From an optimization exercise on the open Yosys and OpenROAD flow, aimed at small area; shortcuts taken in it are not production practice.
Only simulation tests tie the RTL to the original design; equivalence was not proved.
No activity file was given, so power comes from the tool's default toggle rates.

==> flow/design.v, too long to show whole: its modules and the start of the top module <==
// module matrix_rd_aoi3: 5 lines
// module matrix_rd_aoi2: 5 lines
// module matrix_rd_nand4: 5 lines
// module matrix_rd_nand3: 5 lines
// module matrix_rd_nand2: 5 lines
// module matrix_top: 1634 lines
module matrix_top(mtxDataIn, mtxAddress, mtxRw, mtxCs, mtxClk, mtxReset, mtxDataOut,
                  irq_reg, SeqState, tx_ShiftPIEOut,
                  int_o
                  );
  // ...
==> flow/run.sh <==
#!/bin/bash
# synth_recipe.tcl (not shown) runs the flow's synth.tcl, then flattens the netlist and writes it again
# the make line also repeats each setting of config.mk as NAME=value (left out here)
make -C /OpenROAD-flow-scripts/flow DESIGN_CONFIG=/design/flow/config.mk WORK_HOME=/design/flow/orfs CLKGATE_MAP_FILE= SYNTH_SCRIPT=/design/flow/synth_recipe.tcl finish
==> flow/config.mk <==
export PLATFORM = sky130hd
export DESIGN_NAME = matrix_top
export DESIGN_NICKNAME = matrix_top
export VERILOG_FILES = /design/flow/design.v
export SDC_FILE = /design/flow/constraint.sdc
export NUM_CORES = 4
export LEC_CHECK = 0
export CAP_MARGIN = 20
export CORE_MARGIN = 2
export CORE_UTILIZATION = 40
export SLEW_MARGIN = 20
export SYNTH_HIERARCHICAL = 1
==> flow/constraint.sdc <==
create_clock -name core_clock -period 10.0 [get_ports {mtxClk}]
set_input_delay 2.0000 -clock core_clock [delete_from_list [all_inputs] [get_ports {mtxClk}]]
set_output_delay 2.0000 -clock core_clock [all_outputs]
set_load 0.01 [all_outputs]
==> impl.org, run 1 <==
** Status
- The run finished with no timing, DRC or antenna violations.

** Global routing
- Wire length of the first global-routing pass :: 276.8 mm
- The via count of the first global-routing pass is 35280.
- The initial antenna violation count was 15.

** Floorplanning
- IO Count :: 118
- Die H :: 367.7 um

** CTS
- In this run, post-CTS repair resized a total of 0 instances.
- TritonCTS built the clock tree.
- For the worst-skew pair, the clock arrives at the later sink with an insertion delay of 0.80 ns.

** Hold path
- The worst hold path terminates at big[8].CLASSIFIEREG_vq.

** Job
- Maximum capacitance violations :: 0

** Drt
- After detailed routing, the average wire length per cell comes to 36.03 um.
- Number of remaining DRC errors :: 0
- DR WL met2 :: 85.30 mm
- Wire length the detailed router placed on met1 :: 77.02 mm
- Detailed routing inserted a total of 38070 vias.

** Synthesis
- Of the post-synthesis cell area, the dominant cell type holds 0.6748.
- Cell Area, Synth :: 52910 um2
- Top cell type by total area after synthesis :: edfxtp_1
- Of the total synthesized cell area, the portion taken by XOR and XNOR cells is 0.007780.
- Ranked by instance count, the synthesized netlist is headed by edfxtp_1, a222oi_1, nand2_1.

** Cells and area
- Across the whole layout, storage elements account for 38130 um2.
- 2 antenna diodes ended up in the layout.
- Clock buf count :: 166

** Power
- Post-route total power :: 11.64 mW

** Critical path
- The number of buffers and inverters on the critical path is 3.
- Slack of the worst reg-to-reg path :: 1.75 ns
- Counting stages on the worst path, the most repeated cell is clkdlybuf4s50_1.
- Setup CP Type :: in -> out
- Startpoint type of the worst setup path :: input port

** Placed design
- Count of placed standard cells including taps :: 5312

** Timing
- Setup repair after global routing left no endpoint under its margin.
- # setup viols final :: 0
==> run 2, diff against run 1 <==
==> flow/flow/run.sh (new file) <==
#!/bin/bash
# Layout flow: the standard flow (standard.sh) unchanged, except that Yosys maps the
# combinational logic with ABC's default script instead of ORFS's delay-oriented script
# (the clock is 10 ns, so the delay-oriented mapping only adds area).  Flip-flop mapping,
# register names, flattening and renaming are those of the standard synthesis.
set -euo pipefail
HERE=$(pwd)

# synthesis script: ORFS's synth.tcl with the ABC call reduced to the library arguments
sed -e 's#^  log_cmd abc {\*}$abc_args$#  log_cmd abc {*}$lib_args {*}$lib_dont_use_args#' \
    "$FLOW_HOME/scripts/synth.tcl" > "$HERE/flow_synth_core.tcl"
grep -q 'log_cmd abc {\*}$lib_args {\*}$lib_dont_use_args' "$HERE/flow_synth_core.tcl"
sed -e "s#source \$::env(SCRIPTS_DIR)/synth.tcl#source $HERE/flow_synth_core.tcl#" \
    synth_recipe.tcl > "$HERE/flow_synth.tcl"
grep -q "flow_synth_core.tcl" "$HERE/flow_synth.tcl"

# the standard flow with that synthesis script
sed -e "s#SYNTH_SCRIPT=[^ ]*#SYNTH_SCRIPT=$HERE/flow_synth.tcl#" standard.sh > "$HERE/flow_standard.sh"
grep -q "SYNTH_SCRIPT=$HERE/flow_synth.tcl" "$HERE/flow_standard.sh"

bash "$HERE/flow_standard.sh" > "$HERE/flow_make.log" 2>&1
==> flow/standard.sh (new file) <==
#!/bin/bash
# synth_recipe.tcl (not shown) runs the flow's synth.tcl, then flattens the netlist and writes it again
# the make line also repeats each setting of config.mk as NAME=value (left out here)
make -C /OpenROAD-flow-scripts/flow DESIGN_CONFIG=/design/flow/config.mk WORK_HOME=/design/flow/orfs CLKGATE_MAP_FILE= SYNTH_SCRIPT=/design/flow/synth_recipe.tcl "${@:-finish}"
--- a/flow/config.mk
+++ b/flow/config.mk
@@ -9,4 +9,7 @@
 export CORE_MARGIN = 2
 export CORE_UTILIZATION = 40
+export CTS_BUF_LIST = sky130_fd_sc_hd__clkbuf_8
+export CTS_CLUSTER_DIAMETER = 40
+export CTS_CLUSTER_SIZE = 16
 export SLEW_MARGIN = 20
 export SYNTH_HIERARCHICAL = 1
removed: flow/run.sh
==> run 2 against run 1 <==
Effect of this change: power decreased by 8.5%; critical path type is now reg -> reg; still clean; final cell count shrank 5.3%; setup slack worse by 0.26 ns; sequential cell count stayed put.
==> impl.org, run 2 <==
** Cells and area
- Area growth from synthesis to layout :: 15.25%
- The top cell types in the final layout, fill and taps aside, are edfxtp_1, a222oi_1, nand2_1.
- Biggest registers after layout :: big.CLASSIFIEREG_q (352), big.CMDATAREG_q (352)
- Most common cell after layout, fill and taps aside :: edfxtp_1
- Fraction of layout instances using a drive strength above 1 :: 0.1292
- Final layout net count :: 3565
- Layout filler cell count :: 10880
- Once layout is complete, the utilization of the core stands at 0.4658.

** Timing
- The total count of max-transition violations in the final report was 0.
- The total of endpoints with negative setup slack in the final report was 0 (unchanged).
- In the finished design, the share of the clock period the worst path needs comes to 0.9188.
- RSZ-0062 raised after global routing :: false
- Fmax :: 108.8 MHz
- In this run the tightest slew margin relative to its limit is 0.1755.
- For the final database, setup skew stands at 0.05647 ns.
- Min cycle time layout :: 9.188 ns
- Hold slack final :: 0.4735 ns
- Final count of hold timing violations :: 0
- Transition time at the pin with the least slew margin :: 1.237 ns
- Total Negative Setup Slacks :: 0 ns

** Synthesis
- Share of synthesized area occupied by flip-flops and latches :: 0.7485
- Averaged over all synthesized cells, the footprint is 16.56 um2.
- Share of Yosys cell area claimed by the top area cell type :: 0.7009 (+0.02604)
- Fraction of synthesis flops using an asynchronous set or reset pin :: 0.07543
- Synth warnings :: 7
- Synthesized netlist cell count :: 3077
- Most instantiated library cell after synthesis :: edfxtp_1
- Ranked by instance count, the synthesized netlist is headed by edfxtp_1, a222oi_1, nand2_1.
- Counting flops and latches in the post-synthesis netlist gives 1286.
- The area of the mapped netlist is 50940 um2 (-3.7%).
- Most area-consuming cells after synthesis :: edfxtp_1, a222oi_1, dfrtp_1
- Most used flip-flop cell after synthesis :: edfxtp_1
- Top cell type by total area after synthesis :: edfxtp_1
- Unique cell type count in the Yosys netlist :: 67
- Number of flops mapped to enable cells by yosys :: 1189

** Critical path
- The startpoint identified for the worst register-to-register timing path is k[0].
- CP Launch Point :: k[0]
- Critical-path top delay cell :: nor2_4
- Crit path DAT :: 9.76 ns
- Startpoint type of the worst setup path :: flop
- The endpoint identified for the worst register-to-register timing path is sh_val[6].
- Slack of the worst reg-to-reg path :: 0.81 ns (-0.94 ns)
- Of all nets on the critical path, the largest fanout is 22.
- Most used cell along the critical path :: buf_4
- Worst setup path end :: sh_val[6]
- By startpoint and endpoint, the worst setup path is classified as reg -> reg.
- STA puts the critical path data required time at 10.57 ns.
- Number of cell instances on the worst register-to-register path :: 36
- The largest single stage delay on the critical path is 0.81 ns.
- STA classifies the critical path endpoint as a flop.

** Drt
- The number of vias in the routed layout was 36380 (-4.4%).
- The detail route stage leaves a number of antenna-violating nets equal to 0.
- Dividing the detail-routed via count by the number of cells gives 6.915.
- For this block, the initial DRC count from the detailed router was 8070.
- DR WL/cell :: 36.05 um (about the same)
- Wirelength, routed :: 189.7 mm
- DRT Pass-1 Iters :: 13
- The detailed-route DRC error count came to 0 (unchanged).

** Job
- Maximum capacitance violations :: 0 (unchanged)

** CTS
- Depth of the CTS H-tree :: 4
- Clock net sink count :: 1286
- The post-cts gate resize count is 0 (unchanged).
- Quantity of hold-fixing buffers added after cts :: 0
- In this run the clock root is driven by a clkbuf_8.
- Clock-pin slew of the registers on the worst-case setup and hold paths :: 0.08 ns
- Clock tree from TritonCTS :: built
- Buffers inserted during clock tree synthesis total 150.
- The clock insertion delay at the later pin of the skew report came to 0.92 ns (+0.12 ns).
- No sink is reached through more buffers than the 3 on the longest clock path.
- Number of setup buffers added after CTS :: 0

** Global routing
- Routing layer with the top usage in global route :: met2
- Entering global routing, the biggest net connects 57 pins.
- Met3 capacity usage during global routing :: 0.08057
- Met2 capacity usage during global routing :: 0.4146
- In the global route stage, met1 resource usage came out at 0.3927.
- The initial antenna violation count was 14 (-1).
- The total overflow left after global routing is 0.
- Total routing usage reported by global routing :: 0.2837
- The via count of the first global-routing pass is 33650 (-4.6%).
- The first-pass GRT wire length came to 261.9 mm (-5.4%).

** Floorplanning
- After floorplanning, the core was sized to cover 126100 um2.
- The die covers 130200 um2.
- Starting density of the core :: 0.4041
- After floorplanning, the core was divided into 130 placement rows.
- The die is 360.9 um wide.
- The chip height was 360.9 um (-1.9%).
- IO Count :: 118 (unchanged)

** Power
- In this run the static leakage power is 19.18 nW.
- Dividing total power by cell area gives a power density of 181.4 nW/um2.
- VDD sags by at most 0.1263 mV.

** Placed design
- The HPWL after detailed placement is 124.2 mm.
- Routability-driven placement finished with a final weighted congestion of 1.013.
- Port buffering added 94 buffers.

** Hold path
- Min-Delay Path Class :: reg -> reg

** Status
- Outcome :: complete, no violations
==> run 2: cell count changes after synthesis, moves of 39 or more <==
cell      before  now
or2_2         48    0
clkbuf_1      59    0
a22oi_1       85   41
clkinv_1       1   43
or2_0          0   48
inv_1         39    0
nor2_1       175   97
nand2_1      214  174
==> run 2: worst min-delay path by stage <==
stage | from | to | cells past startpoint
floorplan | CHANNUM_vq | CHANNUM_vq | 1
global placement | HNDLREG_vq | HNDLREG_vq | 1
detailed placement | big[0].CLASSIFIEREG_vq | big[0].CLASSIFIEREG_vq | 1
CTS | big[0].CLASSIFIEREG_vq | big[0].CLASSIFIEREG_vq | 1
global route | big[2].CLASSIFIEREG_vq | big[2].CLASSIFIEREG_vq | 1
finish | big[0].CLASSIFIEREG_vq | big[0].CLASSIFIEREG_vq | 1
==> run 2: worst max-delay path: cells and delay by family, from the launching register on <==
| kind | cells | cell delay [ns] |
|---|---|---|
| AO/OA/AOI/OAI | 12 | 2.90 |
| AND/OR/NAND/NOR | 11 | 2.77 |
| buffers and inverters | 11 | 2.20 |
| flip-flops | 1 | 0.48 |
| adder cells (fa/ha/maj) | 2 | 0.48 |
==> run 2: per-module statistics from Yosys, one instance, submodules excluded <==
module,flip-flops and latches,times used,area [um2],cells
matrix_rd_aoi3,0,374,10.01,1
matrix_rd_nand2,0,24,3.754,1
matrix_rd_nand4,0,87,6.256,1
matrix_rd_aoi2,0,2,7.507,1
matrix_rd_nand3,0,1,5.005,1
matrix_top,1286,1,46540,2589
==> run 2: where the power goes <==
part | total, mW | internal, mW | switching (mW)
Sequential | 5.98 | 5.93 | 0.0528
Combinational | 0.446 | 0.138 | 0.308
Clock | 4.22 | 2.06 | 2.16
==> run 2: area by class of cell <==
cell class	instances	area [um2]	area share
sequential	1286	38130	0.6494
clock inverter	120	1329	0.02263
multi-input combinational	1744	12750	0.2171
tap	1650	2064	0.03516
inverter	43	163.9	0.002792
timing repair buffer	247	2072	0.03529
antenna	13	32.53	0.0005541
clock buffer	158	2175	0.03704
==> run 2: cell families (layout without fill, tap and decap cells) <==
group,count (synthesis),in the layout,share of synthesized area
xor+xnor,33,33,0.005673
buf+inv,48,568,0.003905
simple gates,826,826,0.08773
compound gates,832,832,0.1426
fa+ha+maj,14,14,0.003439
mux,37,37,0.008031
other cells,1,15,0.00007361
flops,1286,1286,0.7485
==> run 2: layer usage <==
metal / part of all wire / wire, um
met2: 0.43 / 81400
met4: 0.053 / 10000
met1: 0.38 / 71850
met3: 0.14 / 26330
met5: 0.00050 / 94
==> run 2: metrics by stage <==
step	worst slack [ns]	area, um2	power [mW]	instances
after global routing	0.5238	58680	10.92	5249
final	0.8122	58710	10.65	5261
after detailed placement	1.017	55140	6.539	4968
after floorplan	0.05123	50960	6.299	3078
after CTS	0.9317	58640	10.66	5246
after global placement	1.025	55140	6.529	4968
==> run 3, diff against run 2 <==
--- a/flow/config.mk
+++ b/flow/config.mk
@@ -6,10 +6,10 @@
 export NUM_CORES = 4
 export LEC_CHECK = 0
-export CAP_MARGIN = 20
+export CAP_MARGIN = 10
 export CORE_MARGIN = 2
 export CORE_UTILIZATION = 40
 export CTS_BUF_LIST = sky130_fd_sc_hd__clkbuf_8
 export CTS_CLUSTER_DIAMETER = 40
-export CTS_CLUSTER_SIZE = 16
-export SLEW_MARGIN = 20
+export CTS_CLUSTER_SIZE = 20
+export SLEW_MARGIN = 10
 export SYNTH_HIERARCHICAL = 1
==> run 3 against run 2 <==
Effect of this change: still clean; sequential share of layout area grew 0.23 points; core utilization shrank 0.17 points; global-route usage is essentially flat; largest cell class unchanged.
==> impl.org, run 3 <==
** Synthesis
- Top cell type by total area after synthesis :: edfxtp_1
- The commonest cells after synthesis are edfxtp_1, a222oi_1, nand2_1.
- The proportion of synthesized area in mux cells is 0.008031 (unchanged).
- The xor-xnor portion of the synthesized cell area came to 0.005674 (unchanged).
- The most used flip-flop cell after synthesis is edfxtp_1.
- The post-synthesis compound-gate area fraction was 0.1426 (unchanged).
- The post-synthesis adder-cell area fraction is 0.003439 (unchanged).
- Fraction of synthesis flops using an asynchronous set or reset pin :: 0.07543 (unchanged)
- The total of warnings raised by yosys came to 7 (unchanged).
- Share of Yosys cell area claimed by the top area cell type :: 0.7009 (unchanged)
- The number of distinct library cells after synthesis was 67 (unchanged).
- Largest family of logic cells by synthesized area :: compound AO/OA/AOI/OAI gates
- Most area-consuming cells after synthesis :: edfxtp_1, a222oi_1, dfrtp_1
- Share of synthesized area occupied by flip-flops and latches :: 0.7485 (unchanged)
- Most instantiated library cell after synthesis :: edfxtp_1
- The post-synthesis average cell area was 16.56 um2 (unchanged).
- The synthesized netlist cell count came to 3077 (unchanged).
- The number of storage elements in the synthesis netlist is 1286 (unchanged).
- Number of flops mapped to enable cells by yosys :: 1189 (unchanged)
- Cell Area, Synth :: 50940 um2 (unchanged)
- The area share of and/or/nand/nor cells after synthesis came to 0.08773 (unchanged).

** Timing
- PnR worst setup slack :: 0.7073 ns (-0.1050 ns)
- The slew at the pin closest to its max-slew limit came to 1.250 ns (+0.01299 ns).
- Fmax :: 107.6 MHz (-1.1%)
- RSZ-0062 raised after global routing :: false
- The total of endpoints with negative setup slack in the final report is 0 (unchanged).
- The setup clock skew after layout was 0.05932 ns (+0.002849 ns).
- Min cycle time layout :: 9.293 ns (+0.1050 ns)
- Pins over their slew limit :: 0 (unchanged)
- Worst-case headroom to the max-slew limit :: 0.1668 (-0.008661)
- The final sum of negative setup slack is 0 ns (unchanged).
- Final period util :: 0.9293 (+0.01050)
- Final count of hold timing violations :: 0 (unchanged)

** CTS
- Clk root buf :: clkbuf_8
- The CTS H-tree depth is 4 (unchanged).
- The count of hold buffers inserted by post-cts repair was 0 (unchanged).
- The TritonCTS buffer count is 147 (-2.0%).
- Clock tree from TritonCTS :: built
- Number of setup buffers added after CTS :: 0 (unchanged)
- The post-CTS clock slew at the launch and capture registers of the worst setup and hold paths came to 0.08 ns (about the same).
- The maximum count of clock buffers along a single path came to 3 (unchanged).
- Total of cells resized after clock tree synthesis :: 0 (unchanged)
- The clock insertion delay at the later pin of the skew report came to 0.92 ns (about the same).
- The total clock sinks is 1286 (unchanged).

** Status
- The run finished with no timing, DRC or antenna violations.

** Drt
- The number of vias in the routed layout is 36490 (+0.31%).
- Wirelength, routed :: 189.4 mm (-0.17%)
- DR WL/cell :: 36.07 um (about the same)
- The first-pass iteration count of the detailed router is 14 (+1).
- Antenna-violating nets left :: 0 (unchanged)
- DRT iter0 DRCs :: 7796 (-3.4%)
- Number of remaining DRC errors :: 0 (unchanged)
- The via density per instance came to 6.950 (+0.52%).

** Cells and area
- The share of post-route cells with drive strength above 1 is 0.1264 (-0.002846).
- Commonest non-fill, non-tap cells in the layout :: edfxtp_1, a222oi_1, nand2_1
- From synthesis to final layout, the design area changed by 14.84%.
- The post-route non-filler standard cell count is 5250 (-0.21%).
- Biggest registers after layout :: big.CLASSIFIEREG_q (352), big.CMDATAREG_q (352)
- The core occupancy in the finished layout is 0.4641 (-0.001678).
- Final layout net count :: 3560 (-0.14%)
- Most common cell after layout, fill and taps aside :: edfxtp_1

** Critical path
- Largest fanout on the critical path :: 22 (unchanged)
- Setup CP Type :: reg -> reg
- Critical path capture point type :: flop
- STA classifies the critical path startpoint as a flop.
- The arrival time reported for the critical path endpoint came to 9.86 ns (+0.10 ns).
- Kind of cell with the highest combined delay on the critical path :: compound AO/OA/AOI/OAI gates
- The biggest cell delay along the critical path was 0.80 ns (about the same).
- The cell that appears most often on the critical path is buf_4.
- Buffer and inverter count on the worst path :: 11 (unchanged)
- Critical-path top delay cell :: nor2_4
- Data required time of the worst path :: 10.57 ns (about the same)

** Placed design
- The worst setup slack after placement came to 1.017 ns (unchanged).
- The number of input and output port buffers inserted came to 94 (unchanged).
- The instance count after placement with tap cells included came to 4968 (unchanged).
- Final RePlAce weighted congestion :: 1.013 (unchanged)
- The post-detailed-placement half-perimeter wirelength is 124.2 mm (about the same).

** Global routing
- The total congestion overflow came to 0 (unchanged).
- Pin count of the biggest net entering global routing :: 57 (unchanged)
- Via count of the first global-routing pass :: 33640 (-0.045%)
- Total routing usage reported by global routing :: 0.2834 (-0.0003115)
- The initial antenna violation count was 16 (+2).
- Wire length of the first global-routing pass :: 261.5 mm (-0.17%)

** Floorplanning
- Row count :: 130 (unchanged)
- The die boundary width was 360.9 um (unchanged).
- Core Box Area :: 126100 um2 (unchanged)
- IO Count :: 118 (unchanged)
- The starting density of the core was 0.4041 (unchanged).
- The die outline area is 130200 um2 (unchanged).
- The chip height is 360.9 um (unchanged).

** Power
- Reg power frac :: 0.571 (+0.009)
- Sw Ratio :: 0.2428 (+0.006035)
- The internal cell power came to 7.938 mW (-2.4%).
- The ratio of total power to cell area was 179.2 nW/um2 (-1.2%).
- The peak supply drop was 0.1253 mV (-0.78%).
- Post-route total power :: 10.48 mW (-1.6%)
- The switching component of the power is 2.546 mW (+0.93%).
- The power share of the combinational group came to 0.042 (about the same).
- The relative contribution of the clock network to total power is 0.387 (-0.009).
- The leakage power total is 19.10 nW (-0.40%).

** Hold path
- The tightest min-delay check is of the reg -> reg type.

** Job
- Maximum capacitance violations :: 0 (unchanged)
run 3: cell count changes in the layout (fill, tap and decap cells not counted), moves of 4 or more:
| cell | change |
|---|---|
| diode_2 | -5 |
| bufinv_16 | -7 |
| inv_8 | +6 |
| clkinvlp_4 | -4 |
| inv_6 | +6 |
| clkbuf_8 | -4 |
run 3: logic make-up after synthesis:
kind of cell / count (synthesis)
AOI/OAI and AO/OA: 832
xor gates and xnor gates: 33
adders and majority gates: 14
buffers and inverters: 48
DFF: 1286
muxes: 37
other: 1
and+or+nand+nor: 826
run 3: final cells by class:
cell class / count / area [um2]
inverters: 43 / 163.9
multi-input cells: 1744 / 12740
well taps: 1650 / 2064
diodes: 8 / 20.02
repair buffers: 245 / 2042
fillers: 10880 / 67560
clock inverters: 120 / 1225
clock buffers: 154 / 2120
flip-flops and latches: 1286 / 38130
run 3: power groups by stage:
stage,combinational [mW],sequential (mW),clock [mW]
2_1_floorplan,0.219,6.08,0
3_3_place_gp,0.428,6.10,0
3_5_place_dp,0.438,6.10,0
4_1_cts,0.437,5.98,4.09
5_1_grt,0.478,5.99,4.29
6_report,0.443,5.99,4.06
run 3: per-stage QoR:
step	hold WS [ns]	area, um2
4_1_cts	0.4783	58480
2_1_floorplan	0.4345	50960
5_1_grt	0.4913	58480
3_3_place_gp	0.4506	55140
6_report	0.4756	58500
3_5_place_dp	0.4567	55140
run 3: worst paths after layout:
| path | start | to | slack (ns) | cells after the start |
|---|---|---|---|---|
| worst max-delay path | k[0] | sh_val[6] | 0.71 | 36 |
| worst min-delay path | big[6].CLASSIFIEREG_vq | big[6].CLASSIFIEREG_vq | 0.48 | 1 |
| worst max register to register | k[0] | sh_val[6] | 0.71 | 36 |
| worst min register to register | big[6].CLASSIFIEREG_vq | big[6].CLASSIFIEREG_vq | 0.48 | 1 |
| max in group asynchronous | mtxReset | hcsr2[2] | 6.94 | 3 |
| min in group asynchronous | mtxReset | isrc[8] | 1.60 | 2 |
run 3: per-layer routing:
metal | global-route usage | vias to the layer above | wire (um)
met3 | 0.08156 | 492 | 26970
met1 | 0.3901 | 18400 | 70980
met5 | 0 | - | 80
met4 | 0.1286 | 12 | 9517
li1 | - | 14550 | -
met2 | 0.4160 | 3045 | 81810
run 3: Yosys stat by module (local to each module, per instance):
module | times used | cell area (um2) | flops+latches | cells
matrix_rd_aoi2 | 2 | 7.507 | 0 | 1
matrix_rd_aoi3 | 374 | 10.01 | 0 | 1
matrix_rd_nand2 | 24 | 3.754 | 0 | 1
matrix_rd_nand3 | 1 | 5.005 | 0 | 1
matrix_rd_nand4 | 87 | 6.256 | 0 | 1
matrix_top | 1 | 46540 | 1286 | 2589
run 3: worst register-to-register path: cells and delay by family (launching register included):
kind | cells | cell delay [ns]
adders and majority gates | 2 | 0.48
AOI/OAI and AO/OA | 12 | 2.94
buffers and inverters | 11 | 2.24
DFF | 1 | 0.48
and+or+nand+nor | 11 | 2.82

[what the ideal ports hide]
In the flow no input, the clock included, has a driving cell. The finished layouts below were timed again as built, in two steps.
Step 1, drivers: a clkbuf_16 drives mtxClk and a buf_2 each remaining input, both assumed.
Step 2 also shifts input and output timing later by t, the mid clock arrival at the registers, as if the neighbouring blocks saw the same clock.
a / b / c = no drivers / after step 1 / after step 2; a / b = the first two.
run	shift t [ns]	setup WS [ns]	slew at the worst register clock pin (ns)	pins driven straight from the clock port
run 1	0.853	1.072 / 0.991 / 0.991	0.07 / 0.07	1
run 2	0.960	0.812 / 0.812 / 0.812	0.10 / 0.10	1
run 3	0.962	0.707 / 0.707 / 0.707	0.12 / 0.12	1
After both steps every run listed still meets setup and hold. The setup slack of run 1, which loses most, moves by -0.081 ns with the drivers and by -0.081 ns with both steps.
